This design comes from an exercise in tuning for small area, a short achievable clock period and few clock cycles per item on the open sky130 flow, not from production work. Only simulation tests tie the RTL to the original design; equivalence was not proved. No driver is modelled on the clock port, so clock power and skew are understated where the tree is cut down; a real chip needs a root buffer or a tree. No activity file was given, so power comes from the tool's default toggle rates.

== job 4837 ==
Design Log2, start of the top module:
module Log2(
  input clk,
  input reset,
  input h,
  output reg flag,
  input [7:0] in,
  output reg [7:0] out
);
Size in the first run: about 120 cells after synthesis, roughly 10 flip-flops.
Settings: LEC_CHECK=0, CAP_MARGIN=20, CORE_AREA=2.5 2.5 61.5 61.5, DIE_AREA=0 0 64 64, SLEW_MARGIN=20; clock period 10.0 ns.
standard.sh (not shown) runs the stock make flow with config.mk's settings and CLKGATE_MAP_FILE= SYNTH_SCRIPT=/design/flow/synth_recipe.tcl, a recipe that flattens the netlist after the stock synthesis.
==> flow/flow/run.sh <==
#!/bin/bash
# Standard ORFS layout with these changes:
#  - synthesis maps the logic with the ABC script in flow/abc_area.script
#    (same synthesis script otherwise, so registers keep their names and types);
#  - port buffers are sky130_fd_sc_hd__buf_1 instead of the default delay buffer;
#  - extra make settings: 
set -euo pipefail
rm -rf myscripts
cp -r "$FLOW_HOME/scripts" myscripts
cp flow/abc_area.script myscripts/abc_area.script
bash standard.sh synth ABC_AREA=1 SCRIPTS_DIR="$PWD/myscripts" > synth.log 2>&1
bash standard.sh finish  "BUFFER_PORTS_ARGS=-buffer_cell sky130_fd_sc_hd__buf_1" > layout.log 2>&1
==> flow/flow/abc_area.script <==
strash
dch
map -D 1600
topo
upsize -D 1600
dnsize -D 1600
Testbench counts of job 4837, summed over its fixed seeds: cycles 8,192, conversions 4,096.
Edits applied to the flow inputs when going from job 4837 to job 5595:
==> flow/flow/abc_area.script <==
strash
dch
map -D 1400
topo
buffer -p
upsize -D 1400
dnsize -D 1400
## What came out
- On internal power of the cells, the higher figure sits with job 5595, not job 4837.
- Comparing job 4837 and job 5595, total power is lower on job 4837.
- Taking job 4837 as the reference, in job 5595 worst setup slack rose by 0.22 ns, post-synth design cell area went up by 9.0%, clock period minus final worst setup slack fell by 0.22 ns, share of total power in combinational logic rose by 2.8 points.
Input changes introduced in job 7352 (baseline for comparison: job 5595):
-- flow/flow/run.sh --
<<< job 5595, line 6
#  - extra make settings: 
>>> job 7352, line 6
#  - the clock tree is a single clkbuf_4 between the clock port and the ten
#    registers (all registers get the same clock arrival), instead of an H-tree.
<<< job 5595, line 11
>>> job 7352, line 12
python3 - <<'PY'
p = 'myscripts/cts.tcl'
s = open(p).read()
old = 'log_cmd clock_tree_synthesis {*}$cts_args'
assert old in s
new = '''# place the one clock buffer at the centre of the registers it drives
set clk_net [[ord::get_db_block] findNet clk]
set sx 0
set sy 0
set sn 0
foreach iterm [$clk_net getITerms] {
  lassign [[$iterm getInst] getLocation] ix iy
  set sx [expr {$sx + $ix}]
  set sy [expr {$sy + $iy}]
  incr sn
}
set cx [ord::dbu_to_microns [expr {$sx / $sn}]]
set cy [ord::dbu_to_microns [expr {$sy / $sn}]]
puts "clock buffer at $cx $cy for $sn registers"
log_cmd insert_buffer -buffer_cell sky130_fd_sc_hd__clkbuf_4 -net [get_nets clk] -location [list $cx $cy] -buffer_name clkbuf_root -net_name clk_root
set_propagated_clock [all_clocks]'''
open(p, 'w').write(s.replace(old, new))
PY
<<< job 5595, line 12
bash standard.sh finish  "BUFFER_PORTS_ARGS=-buffer_cell sky130_fd_sc_hd__buf_1" > layout.log 2>&1
>>> job 7352, line 36
bash standard.sh finish SCRIPTS_DIR="$PWD/myscripts" "BUFFER_PORTS_ARGS=-buffer_cell sky130_fd_sc_hd__buf_1" > layout.log 2>&1
[summary]
Per the final summary, job 7352 finished and its layout is clean on timing, DRC and antenna. [job 7352 vs job 5595] fraction of area in multi-input gates: higher in job 7352. Wire length sits lower in job 7352 than in job 5595. Higher ratio of cells with drive above 1 in the final layout goes to job 5595 over job 7352. The lower final-layout worst hold slack of job 7352 and job 5595 is in job 5595. On switching share of power: between job 7352 and job 5595, it ends up lower for job 5595. Job 7352 vs job 5595, power went down by 10%. Going from job 5595 to job 7352, final area now smaller; internal reg-to-reg setup slack roughly the same; internal power summed over all cells decreased about 15%; max-slew headroom at the worst pin climbed 0.59 points.
Modified inputs, job 5207 compared to job 7352
==> flow/flow/run.sh <==
#!/bin/bash
# Standard ORFS layout with these changes:
#  - synthesis maps the logic with the ABC script in flow/abc_area.script
#    (same synthesis script otherwise, so registers keep their names and types);
#  - port buffers are sky130_fd_sc_hd__buf_1 instead of the default delay buffer;
#  - extra make settings: 
set -euo pipefail
rm -rf myscripts
cp -r "$FLOW_HOME/scripts" myscripts
cp flow/abc_area.script myscripts/abc_area.script
bash standard.sh synth ABC_AREA=1 ABC_LOAD_IN_FF=12 SCRIPTS_DIR="$PWD/myscripts" > synth.log 2>&1
bash standard.sh finish "CTS_ARGS=-sink_clustering_enable -sink_clustering_size 20 -sink_clustering_max_diameter 200 -dont_use_dummy_load -repair_clock_nets"  "BUFFER_PORTS_ARGS=-buffer_cell sky130_fd_sc_hd__buf_1" > layout.log 2>&1
==> results.txt <==
- All of job 5207 and job 7352 finish clean.
- Clock-pin transition on the worst setup and hold timing paths | job 5207 below job 7352
- Compare job 5207 and job 7352 | final core utilization higher: job 5207
- Job 5207 and job 7352 ended up with nearly the same number of standard-cell rows in the floorplan.
- Taking job 7352 as the reference point, the effective utilization at floorplan of job 5207 rises by 0.34 points.
- [job 5207 vs job 7352] clock insertion delay at the later pin of the skew report: higher in job 5207
- The run showing the greater post-layout worst setup margin is job 7352.
- Layout cell share with drive strength beyond 1: job 5207 vs job 7352 up 1.8 points
- STATUS wire length: job 5207 loses against job 7352
[inputs] job 3891 vs job 5207
==> flow/flow/run.sh <==
#!/bin/bash
# Standard ORFS layout with these changes:
#  - synthesis maps the logic with the ABC script in flow/abc_area.script
#    (same synthesis script otherwise, so registers keep their names and types);
#  - port buffers are sky130_fd_sc_hd__buf_1 instead of the default delay buffer;
#  - the clock tree is a single clkbuf_8 between the clock port and the ten
#    registers (all registers get the same clock arrival), instead of an H-tree.
set -euo pipefail
rm -rf myscripts
cp -r "$FLOW_HOME/scripts" myscripts
cp flow/abc_area.script myscripts/abc_area.script
python3 - <<'PY'
p = 'myscripts/cts.tcl'
s = open(p).read()
old = 'log_cmd clock_tree_synthesis {*}$cts_args'
assert old in s
new = '''# place the one clock buffer at the centre of the registers it drives
set clk_net [[ord::get_db_block] findNet clk]
set sx 0
set sy 0
set sn 0
foreach iterm [$clk_net getITerms] {
  lassign [[$iterm getInst] getLocation] ix iy
  set sx [expr {$sx + $ix}]
  set sy [expr {$sy + $iy}]
  incr sn
}
set cx [ord::dbu_to_microns [expr {$sx / $sn}]]
set cy [ord::dbu_to_microns [expr {$sy / $sn}]]
puts "clock buffer at $cx $cy for $sn registers"
log_cmd insert_buffer -buffer_cell sky130_fd_sc_hd__clkbuf_8 -net [get_nets clk] -location [list $cx $cy] -buffer_name clkbuf_root -net_name clk_root
set_propagated_clock [all_clocks]'''
open(p, 'w').write(s.replace(old, new))
PY
bash standard.sh synth ABC_AREA=1 SCRIPTS_DIR="$PWD/myscripts" > synth.log 2>&1
bash standard.sh finish SCRIPTS_DIR="$PWD/myscripts" "BUFFER_PORTS_ARGS=-buffer_cell sky130_fd_sc_hd__buf_1" > layout.log 2>&1
==> flow/flow/abc_area.script <==
strash
dch
map -D 1500
topo
buffer -p
upsize -D 1500
dnsize -D 1500
==> comparison <==
A top layer reached by signal wires of met3 is what job 3891 shows, while met4 belongs to job 5207. Total power: job 3891 vs job 5207 down 0.000021 W. Between job 5207 and job 3891, the flow reports post-synthesis cell type count decreasing by a few percent. Job 5207 has higher worst hold margin than job 3891. Job 3891 was carried through to the last stage, and its layout satisfied the timing, design-rule and antenna checks. Compared job 3891 vs job 5207, and simple-gate portion of the synthesized area is up in job 3891. Site row count: job 3891 vs job 5207 identical. For the number of cells in the finished layout apart from fillers, job 3891 came in 13 lower than job 5207 did. NOTE: clock skew in job 3891 falls short of that of job 5207.
In job 7352 and job 3891 the design's own scripts or RTL, not TritonCTS, make the clock network.

---

Log2, a different RTL version from the one above (not shown whole).
Settings: LEC_CHECK=0, CAP_MARGIN=20, CORE_AREA=2.5 2.5 61.5 61.5, DIE_AREA=0 0 64 64, SLEW_MARGIN=20; clock period 10.0 ns.
==> flow/flow/run.sh <==
#!/bin/bash
# Standard ORFS layout with these changes:
#  - synthesis maps the logic with the ABC script in flow/abc_area.script
#    (same synthesis script otherwise, so registers keep their names and types);
#  - port buffers are sky130_fd_sc_hd__buf_1 instead of the default delay buffer;
#  - extra make settings: 
set -euo pipefail
rm -rf myscripts
cp -r "$FLOW_HOME/scripts" myscripts
cp flow/abc_area.script myscripts/abc_area.script
bash standard.sh synth ABC_AREA=1 SCRIPTS_DIR="$PWD/myscripts" > synth.log 2>&1
bash standard.sh finish "CTS_ARGS=-sink_clustering_enable -sink_clustering_size 20 -sink_clustering_max_diameter 200 -dont_use_dummy_load -repair_clock_nets"  "BUFFER_PORTS_ARGS=-buffer_cell sky130_fd_sc_hd__buf_1" > layout.log 2>&1
==> flow/flow/abc_area.script <==
strash
dch
map -D 1900
topo
upsize -D 1900
dnsize -D 1900
Testbench counts at the start, summed over its fixed seeds: cycles 8,192, conversions 4,096.
Next try:
==> flow/flow/abc_area.script (replaced) <==
strash
dch
map -D 1800
topo
upsize -D 1800
dnsize -D 1800
- SLEW_MARGIN: 20 -> 80
=> Total power went down by a few percent. Combinational power is about the same. Non-clock buffer count went up by 1. Critical path depth went up by 1. Setup slack gets worse by 150 ps. Design area went up by a few percent.
Next try:
--- a/flow/flow/run.sh
+++ b/flow/flow/run.sh
@@ -10,3 +10,3 @@
 cp flow/abc_area.script myscripts/abc_area.script
 bash standard.sh synth ABC_AREA=1 SCRIPTS_DIR="$PWD/myscripts" > synth.log 2>&1
-bash standard.sh finish "CTS_ARGS=-sink_clustering_enable -sink_clustering_size 20 -sink_clustering_max_diameter 200 -dont_use_dummy_load -repair_clock_nets"  "BUFFER_PORTS_ARGS=-buffer_cell sky130_fd_sc_hd__buf_1" > layout.log 2>&1
+bash standard.sh finish SETUP_SLACK_MARGIN=6.95 SETUP_MOVE_SEQUENCE=sizeup,swap "CTS_ARGS=-sink_clustering_enable -sink_clustering_size 20 -sink_clustering_max_diameter 200 -dont_use_dummy_load -repair_clock_nets"  "BUFFER_PORTS_ARGS=-buffer_cell sky130_fd_sc_hd__buf_1" > layout.log 2>&1
- SLEW_MARGIN: 80 -> 20
After rerunning:
- sequential share of layout area is higher by 0.20 points
- utilization is lower by 0.41 points
- non-clock buffer count came out lower by 1
- sequential power came out higher by about 0.9%
- worst hold slack is about the same
- combinational power hardly moves
- die area is unchanged
- total power barely changes
- synthesized area stays the same
Next try:
--- a/flow/flow/run.sh
+++ b/flow/flow/run.sh
@@ -10,3 +10,3 @@
 cp flow/abc_area.script myscripts/abc_area.script
 bash standard.sh synth ABC_AREA=1 SCRIPTS_DIR="$PWD/myscripts" > synth.log 2>&1
-bash standard.sh finish SETUP_SLACK_MARGIN=6.95 SETUP_MOVE_SEQUENCE=sizeup,swap "CTS_ARGS=-sink_clustering_enable -sink_clustering_size 20 -sink_clustering_max_diameter 200 -dont_use_dummy_load -repair_clock_nets"  "BUFFER_PORTS_ARGS=-buffer_cell sky130_fd_sc_hd__buf_1" > layout.log 2>&1
+bash standard.sh finish  "BUFFER_PORTS_ARGS=-buffer_cell sky130_fd_sc_hd__buf_1" > layout.log 2>&1
==> flow/flow/abc_area.script (replaced) <==
strash
dch
map -D 1800
topo
buffer -p
upsize -D 1800
dnsize -D 1800
Sequential power decreases by about 2%.
Synthesized cell count increases by 0.76%.
Register-to-register slack is better by 20 ps.
Final area decreases by 3.0%.
Next try:
--- a/flow/flow/run.sh
+++ b/flow/flow/run.sh
@@ -10,3 +10,3 @@
 cp flow/abc_area.script myscripts/abc_area.script
 bash standard.sh synth ABC_AREA=1 SCRIPTS_DIR="$PWD/myscripts" > synth.log 2>&1
-bash standard.sh finish  "BUFFER_PORTS_ARGS=-buffer_cell sky130_fd_sc_hd__buf_1" > layout.log 2>&1
+bash standard.sh finish "CTS_ARGS=-root_buf sky130_fd_sc_hd__clkbuf_8 -buf_list sky130_fd_sc_hd__clkbuf_8 -dont_use_dummy_load -repair_clock_nets"  "BUFFER_PORTS_ARGS=-buffer_cell sky130_fd_sc_hd__buf_1" > layout.log 2>&1
==> flow/flow/abc_area.script (replaced) <==
strash
dch
map -D 1800
topo
upsize -D 1800
dnsize -D 1800
Effect: Utilization shrinks by 0.45 points; first-iteration DRC count went up by 51%; final cell count fell by 0.50%; synthesized area decreases by 2.6%; wire length drops by 2.6%; fmax stays flat; combinational power stays flat; die area stays the same.
Next try:
==> flow/flow/run.sh (replaced) <==
#!/bin/bash
# Standard ORFS layout with these changes:
#  - synthesis maps the logic with the ABC script in flow/abc_area.script
#    (same synthesis script otherwise, so registers keep their names and types);
#  - port buffers are sky130_fd_sc_hd__buf_1 instead of the default delay buffer;
#  - extra make settings: 
set -euo pipefail
rm -rf myscripts
cp -r "$FLOW_HOME/scripts" myscripts
cp flow/abc_area.script myscripts/abc_area.script
bash standard.sh synth ABC_AREA=1 ABC_LOAD_IN_FF=12 SCRIPTS_DIR="$PWD/myscripts" > synth.log 2>&1
bash standard.sh finish "CTS_ARGS=-sink_clustering_enable -sink_clustering_size 20 -sink_clustering_max_diameter 200 -dont_use_dummy_load -repair_clock_nets"  "BUFFER_PORTS_ARGS=-buffer_cell sky130_fd_sc_hd__buf_1" > layout.log 2>&1
What happened: Area after synthesis goes up by 2.5%; sequential power goes down by about 0.8%; worst setup slack degrades by 34 ps; wire length goes down by about 2.2%; sequential share of layout area barely changes.

---

Log2, a different RTL version from the one above (not shown whole).
export LEC_CHECK = 0
export CAP_MARGIN = 20
export CORE_AREA = 2.5 2.5 61.5 61.5
export DIE_AREA = 0 0 64 64
export SLEW_MARGIN = 20
create_clock -name core_clock -period 10.0 [get_ports {clk}]
==> flow/flow/run.sh <==
#!/bin/bash
# Standard ORFS layout with these changes:
#  - synthesis maps the logic with the ABC script in flow/abc_area.script
#    (same synthesis script otherwise, so registers keep their names and types);
#  - port buffers are sky130_fd_sc_hd__buf_1 instead of the default delay buffer;
#  - the clock tree is a single clkbuf_8 between the clock port and the ten
#    registers (all registers get the same clock arrival), instead of an H-tree.
set -euo pipefail
rm -rf myscripts
cp -r "$FLOW_HOME/scripts" myscripts
cp flow/abc_area.script myscripts/abc_area.script
python3 - <<'PY'
p = 'myscripts/cts.tcl'
s = open(p).read()
old = 'log_cmd clock_tree_synthesis {*}$cts_args'
assert old in s
new = '''# place the one clock buffer at the centre of the registers it drives
set clk_net [[ord::get_db_block] findNet clk]
set sx 0
set sy 0
set sn 0
foreach iterm [$clk_net getITerms] {
  lassign [[$iterm getInst] getLocation] ix iy
  set sx [expr {$sx + $ix}]
  set sy [expr {$sy + $iy}]
  incr sn
}
set cx [ord::dbu_to_microns [expr {$sx / $sn}]]
set cy [ord::dbu_to_microns [expr {$sy / $sn}]]
puts "clock buffer at $cx $cy for $sn registers"
log_cmd insert_buffer -buffer_cell sky130_fd_sc_hd__clkbuf_8 -net [get_nets clk] -location [list $cx $cy] -buffer_name clkbuf_root -net_name clk_root
set_propagated_clock [all_clocks]'''
open(p, 'w').write(s.replace(old, new))
PY
bash standard.sh synth ABC_AREA=1 SCRIPTS_DIR="$PWD/myscripts" > synth.log 2>&1
bash standard.sh finish SCRIPTS_DIR="$PWD/myscripts" "BUFFER_PORTS_ARGS=-buffer_cell sky130_fd_sc_hd__buf_1" > layout.log 2>&1
==> flow/flow/abc_area.script <==
strash
dch
map -D 1600
topo
upsize -D 1900
dnsize -D 1900
The first run went through all stages and came out clean.
Testbench counts at the start, summed over its fixed seeds: cycles 8,192, conversions 4,096.
Rerun with:
==> flow/flow/abc_area.script (replaced) <==
strash
map -D 1600
topo
upsize -D 1900
dnsize -D 1900
=>
- The new run completed with no timing, DRC or antenna violations
- routed wire length grows by about 20%
- cell count came out higher by 11%
- global-route usage increases by 2.2 points
- worst setup slack degrades by 0.14 ns
- clock skew barely changes
- die area is unchanged
- area after synthesis climbs by about 25%
- maximum frequency is lower by about 4.6%
- clock power came out lower by about 7%
- via count goes up by 16%
In every run of this note, the design's own scripts or RTL, not TritonCTS, make the clock network.

-- static timing again, ports no longer ideal --
In the flow no input, the clock included, has a driving cell. The finished layouts below were timed again as built, in two steps. Step 1 sets driving cells, clkbuf_16 on the clock port and buf_2 on the other inputs (assumed; they add their load-dependent delay and slew). Step 2 also shifts input and output timing later by t, the mid clock arrival at the registers, as if the neighbouring blocks saw the same clock. Slacks: no drivers / after step 1 / after step 2; pairs: no drivers / after step 1.
run	t (ns)	setup WS [ns]	hold slack, ns	worst setup path after step 2	worst data-port slew with drivers (ns)
job 4837	0.279	6.788 / 6.788 / 6.788	0.544 / 0.544 / 0.544	register to register	0.03
job 5595	0.281	7.004 / 6.988 / 7.075	0.559 / 0.559 / 0.559	register to register	0.03
job 7352	0.180	7.079 / 7.070 / 7.079	0.563 / 0.563 / 0.563	register to register	0.03
job 5207	0.270	6.962 / 6.962 / 6.962	0.557 / 0.557 / 0.557	register to register	0.03
job 3891	0.144	6.905 / 6.905 / 6.905	0.554 / 0.554 / 0.554	register to register	0.03
the first run of note 2	0.280	6.977 / 6.958 / 7.012	0.536 / 0.536 / 0.536	register to register	0.03
the second run of note 2	0.274	6.824 / 6.806 / 6.910	0.535 / 0.535 / 0.535	register to register	0.03
the third run of note 2	0.269	6.941 / 6.924 / 7.035	0.532 / 0.532 / 0.532	register to register	0.03
the fourth run of note 2	0.284	7.005 / 6.982 / 7.052	0.566 / 0.566 / 0.566	register to register	0.04
the fifth run of note 2	0.253	6.998 / 6.998 / 6.998	0.529 / 0.529 / 0.529	register to register	0.03
the sixth run of note 2	0.273	6.964 / 6.944 / 7.028	0.535 / 0.535 / 0.535	register to register	0.03
the first run of note 3	0.154	7.155 / 7.133 / 7.219	0.540 / 0.540 / 0.540	register to register	0.03
the second run of note 3	0.146	7.020 / 7.019 / 7.019	0.560 / 0.560 / 0.560	register to register	0.03
After both steps setup and hold are still met in every run listed. For the second run of note 3, which loses most, drivers alone change the setup slack by -0.001 ns; drivers and shift together by -0.001 ns.
